This is an optimization exercise on Yosys and OpenROAD, whose aim is small area and a short achievable clock period, not a production implementation.
Only simulation tests tie the RTL to the original design; equivalence was not proved.

==> flow/design.v (outline; a module is shown in full before it is edited, if it fits) <==
// module DSP_modules: 3585 lines
module DSP_modules
(
	input			clk,
	input			reset,
	output			done,
	input	[15:0]	in_a,
	input	[15:0]	in_b,
	output	[31:0]	out_a,
	output	[31:0]	out_b
);
  // ...
==> flow/flow/run.sh <==
#!/bin/bash
# Own layout flow: the standard flow (standard.sh, unchanged synthesis)
# with these changes:
#  1. Between synthesis and floorplan, flow/netopt.py (see its header)
#     - puts each full adder's carry input on the fast CIN pin (the three
#       adder inputs are interchangeable),
#     - drops buffers and double inverters that synthesis left around the
#       adder cells (repair_design re-buffers as it needs),
#     - uses a stronger drive of the same flip-flop cell for flip-flops that
#       drive 14 or more pins.
#     The logic and every register (name, cell type) stay as synthesized.
#  2. Every port gets its own sky130_fd_sc_hd__buf_1 port buffer.
#  3. Clock tree: clkbuf_8 buffers, no dummy load cells.
# Each tool's full output goes to its own log file in this folder.
set -euo pipefail
R=$PWD/orfs/results/sky130hd/DSP_modules/base
bash standard.sh synth > synth.log 2>&1
cp $R/1_2_yosys.v $R/1_2_yosys.std.v
python3 flow/netopt.py $R/1_2_yosys.std.v $R/1_2_yosys.v --band 8 --carry-weight 3 --upsize-ff 14 > netopt.log 2>&1
touch $R/1_2_yosys.v
bash standard.sh BUFFER_PORTS_ARGS="-buffer_cell sky130_fd_sc_hd__buf_1" \
  CTS_ARGS="-sink_clustering_enable -repair_clock_nets -dont_use_dummy_load -root_buf sky130_fd_sc_hd__clkbuf_16 -buf_list sky130_fd_sc_hd__clkbuf_8 -sink_clustering_size 20 -sink_clustering_max_diameter 60" \
  finish > layout.log 2>&1
==> flow/standard.sh <==
#!/bin/bash
# synth_recipe.tcl (not shown) runs the flow's synth.tcl, then flattens the netlist and writes it again
# the make line also repeats each setting of config.mk as NAME=value (left out here)
make -C /OpenROAD-flow-scripts/flow DESIGN_CONFIG=/design/flow/config.mk WORK_HOME=/design/flow/orfs CLKGATE_MAP_FILE= SYNTH_SCRIPT=/design/flow/synth_recipe.tcl "${@:-finish}"
==> flow/config.mk <==
export PLATFORM = sky130hd
export DESIGN_NAME = DSP_modules
export DESIGN_NICKNAME = DSP_modules
export VERILOG_FILES = /design/flow/design.v
export SDC_FILE = /design/flow/constraint.sdc
export NUM_CORES = 4
export LEC_CHECK = 0
export CAP_MARGIN = 20
export CORE_MARGIN = 2
export CORE_UTILIZATION = 40
export CTS_BUF_LIST = sky130_fd_sc_hd__clkbuf_8
export CTS_CLUSTER_DIAMETER = 60
export CTS_CLUSTER_SIZE = 20
export SLEW_MARGIN = 20
==> flow/constraint.sdc <==
create_clock -name core_clock -period 120.0 [get_ports {clk}]
set_input_delay 24.0000 -clock core_clock [delete_from_list [all_inputs] [get_ports {clk}]]
set_output_delay 24.0000 -clock core_clock [all_outputs]
set_load 0.01 [all_outputs]
Not shown: flow/flow/netopt.py
==> flow_metrics.env, run 1 <==
export IMPL_coreArea_um2=52400
export IMPL_fmaxAchievable_mhz=39.8
export IMPL_wl_met2_mm=19.7
export IMPL_hold_end="r3_u5_inv"
export IMPL_critPathCaptureType="output port"
export IMPL_multi_input_area_share_pct=65.7
export IMPL_top_layer="met4"
export IMPL_htree_num_levels=1
export IMPL_met2_usage_pct=27.8
export IMPL_clock_path_buffers=3
export IMPL_relSlewSlack_pct=43.9
export IMPL_cts_tree="built"
export IMPL_cp_depth=1
export IMPL_r2r_end="r1_s4_inv"
export IMPL_startpoint="ya_r[15]"
export IMPL_clk_pin_slew_worst_paths_ns=0.11
export IMPL_root_buffer="clkbuf_16"
export IMPL_period_share_pct=20.9
export IMPL_grt_overflow_total=0
export IMPL_r2r_cells=79
export IMPL_buffers=105
export IMPL_status="timing/DRC/antenna clean"
export IMPL_final_cells=2497
export IMPL_hold_path_class="flip-flop to flip-flop"
export IMPL_required_ns=96.00
export IMPL_drc_errors=0
export IMPL_design_area_um2=22900
export IMPL_maxCapViolCount=0
export IMPL_clk_share_pct=1.77
export IMPL_finalSetupTns_ns=0
export IMPL_crit_slowest_cell="dfxtp_4"
export IMPL_vias_per_cell=4.53
export IMPL_fin_nets=2299
export IMPL_seq_cell_count=264
export IMPL_seqAreaFraction_pct=23.2
==> inputs of run 2 (changes only) <==
--- a/flow/flow/run.sh
+++ b/flow/flow/run.sh
@@ -21,3 +21,3 @@
 bash standard.sh BUFFER_PORTS_ARGS="-buffer_cell sky130_fd_sc_hd__buf_1" \
-  CTS_ARGS="-sink_clustering_enable -repair_clock_nets -dont_use_dummy_load -root_buf sky130_fd_sc_hd__clkbuf_16 -buf_list sky130_fd_sc_hd__clkbuf_8 -sink_clustering_size 20 -sink_clustering_max_diameter 60" \
+  CTS_ARGS="-sink_clustering_enable -repair_clock_nets -dont_use_dummy_load -buf_list {sky130_fd_sc_hd__clkbuf_8 sky130_fd_sc_hd__clkbuf_16} -sink_clustering_size 20 -sink_clustering_max_diameter 60" \
   finish > layout.log 2>&1
==> flow_metrics.env, run 2 <==
export IMPL_status="timing/DRC/antenna clean"
export IMPL_crit_slowest_cell="dfxtp_4"
export IMPL_dpl_cell_count=2470
export IMPL_n_fill_cell=4868
export IMPL_antenna_found_initial=0
export IMPL_syn_inst=1694
export IMPL_drc_errors=0
export IMPL_clk_latency_ns=0.57
export IMPL_port_buffers=82
export IMPL_setup_viol=0
export IMPL_holdWs_ns=0.294
export IMPL_place_congestion=0.781
export IMPL_die_width_um=234
export IMPL_dieArea_um2=54800
export IMPL_cp_cell_sequence="buf_1"
export IMPL_finalSetupTns_ns=0
export IMPL_final_cells=2497
export IMPL_fin_nets=2299
export IMPL_initial_utilization_pct=40.4
export IMPL_post_cts_resized=0
export IMPL_detail_route_wl_per_cell_um=14.3
export IMPL_cp_max_fo=17
export IMPL_maxCapViolCount=0
export IMPL_fmaxAchievable_mhz=39.8
export IMPL_numClockSinks=264
export IMPL_tightest_slew_ns=0.841
export IMPL_drt_iter0_drc=271
export IMPL_avgSynthCellArea_um2=12.5
export IMPL_critPathCaptureType="output port"
export IMPL_critPathKind="flip-flop to output port"
export IMPL_drt_antenna_violating_nets=0
export IMPL_track_usage_pct=14.1
export IMPL_diodes=0
export IMPL_dieHeight_um=234
export IMPL_finalClockSkew_ns=0.0635
export IMPL_place_worst_setup_slack_ns=95.43
export IMPL_dr_pass1_iters=6
export IMPL_period_share_pct=21.0
export IMPL_layout_cells_most_common="fa_1"
export IMPL_vias_per_cell=4.54
export IMPL_syn_area_um2=21200
export IMPL_place_hpwl_mm=30.0
export IMPL_cts_tree="built"
export IMPL_cts_made_buffers=27
export IMPL_drive_gt1_share_pct=6.14
export IMPL_required_ns=96.00
export IMPL_std_cell_rows=84
export IMPL_crit_path_start_kind="flip-flop"
export IMPL_top_level_ports=99
export IMPL_clk_pin_slew_worst_paths_ns=0.08
export IMPL_finalCriticalPeriod_ns=25.14
export IMPL_path_buf_inv=1
export IMPL_totalWireLength_mm=35.8
export IMPL_grt_pass1_wl_mm=63.2
export IMPL_post_cts_buffers=0
export IMPL_clock_path_buffers=3
export IMPL_grt_max_degree=24
export IMPL_area_growth_syn_to_layout_pct=9.29
export IMPL_slew_viol_final=0
export IMPL_critPathMaxStageDelay_ns=0.41
export IMPL_hold_viol=0
export IMPL_hold_path_class="flip-flop to flip-flop"
export IMPL_vias=11300
export IMPL_relSlewSlack_pct=43.9
export IMPL_crit_family="flip-flops"
export IMPL_root_buffer="clkbuf_16"
export IMPL_rsz0062_at_grt="false"
export IMPL_final_cell_mix="fa_1, dfxtp_1, xor2_1, xnor2_1, inv_1"
export IMPL_grt_overflow_total=0
export IMPL_setup_slack_ns=94.86
export IMPL_first_global_vias=13300
export IMPL_ys_warn_count=1
export IMPL_hold_buffers=0
export IMPL_coreArea_um2=52400
export IMPL_worstPathArrival_ns=1.14
export IMPL_htree_num_levels=1
## run 2: layer usage
metal	GRT usage (%)	routed length (um)	vias to the layer above
met5	0	0	-
met4	3.42	944	0
met3	1.84	832	49
met2	28.0	19900	118
met1	15.7	14100	5841
li1	-	-	5338
## run 2: worst paths after layout
kind | startpoint | end | slack, ns | depth (start not counted)
setup / recovery | ya_r[15] | out_a[17] | 94.86 | 1
hold / removal | r2_u5_inv | r3_u5_inv | 0.29 | 0
setup reg to reg | b_r[15] | r1_s4_inv | 96.23 | 79
hold reg to reg | r2_u5_inv | r3_u5_inv | 0.29 | 0
## run 2: per-stage QoR
stage | util, % | instance area (um2)
final | 44.2 | 23200
after detailed placement | 42.9 | 22500
after floorplan | - | 21300
after global routing | 44.2 | 23200
after CTS | 44.2 | 23200
after global placement | 42.9 | 22500
## run 2: cell type report
class | count | area [um2] | share of cell area (%)
Clock buffer | 27 | 676 | 2.92
Multi-Input combinational cell | 1204 | 15000 | 64.9
Sequential cell | 264 | 5320 | 23.0
Timing Repair Buffer | 105 | 480 | 2.07
Inverter | 209 | 785 | 3.39
Tap cell | 688 | 861 | 3.72
## run 2: worst reg2reg max path: cells and delay by family (launching register included)
family	cells	cell delay [ns]
adder cells (fa/ha/maj)	57	19.32
buffers and inverters	9	1.39
AND/OR/NAND/NOR	2	0.44
XOR/XNOR	10	1.60
flip-flops	1	0.76
AO/OA/AOI/OAI	1	0.18

[re-timing with driven ports]
No port has a modelled driver above. Below, the same layouts with a new extraction and two added sets of constraints. Step 1 sets driving cells, clkbuf_16 on the clock port and buf_2 on the other inputs (assumed; they add their load-dependent delay and slew). Step 2 moves the port delays by t, midway between the first and last clock arrival at a register: inputs arrive t later, outputs are due t later. That takes back most of the time a late clock gives input paths. Slacks: no drivers / after step 1 / after step 2; pairs: no drivers / after step 1.
run | t, ns | setup slack, ns | hold WS [ns] | worst register clock-pin slew, ns
run 1 | 0.558 | 94.871 / 94.819 / 95.377 | 0.301 / 0.301 / 0.301 | 0.11 / 0.11
run 2 | 0.591 | 94.856 / 94.804 / 95.395 | 0.294 / 0.294 / 0.294 | 0.08 / 0.08
After both steps setup and hold are still met in every run listed.
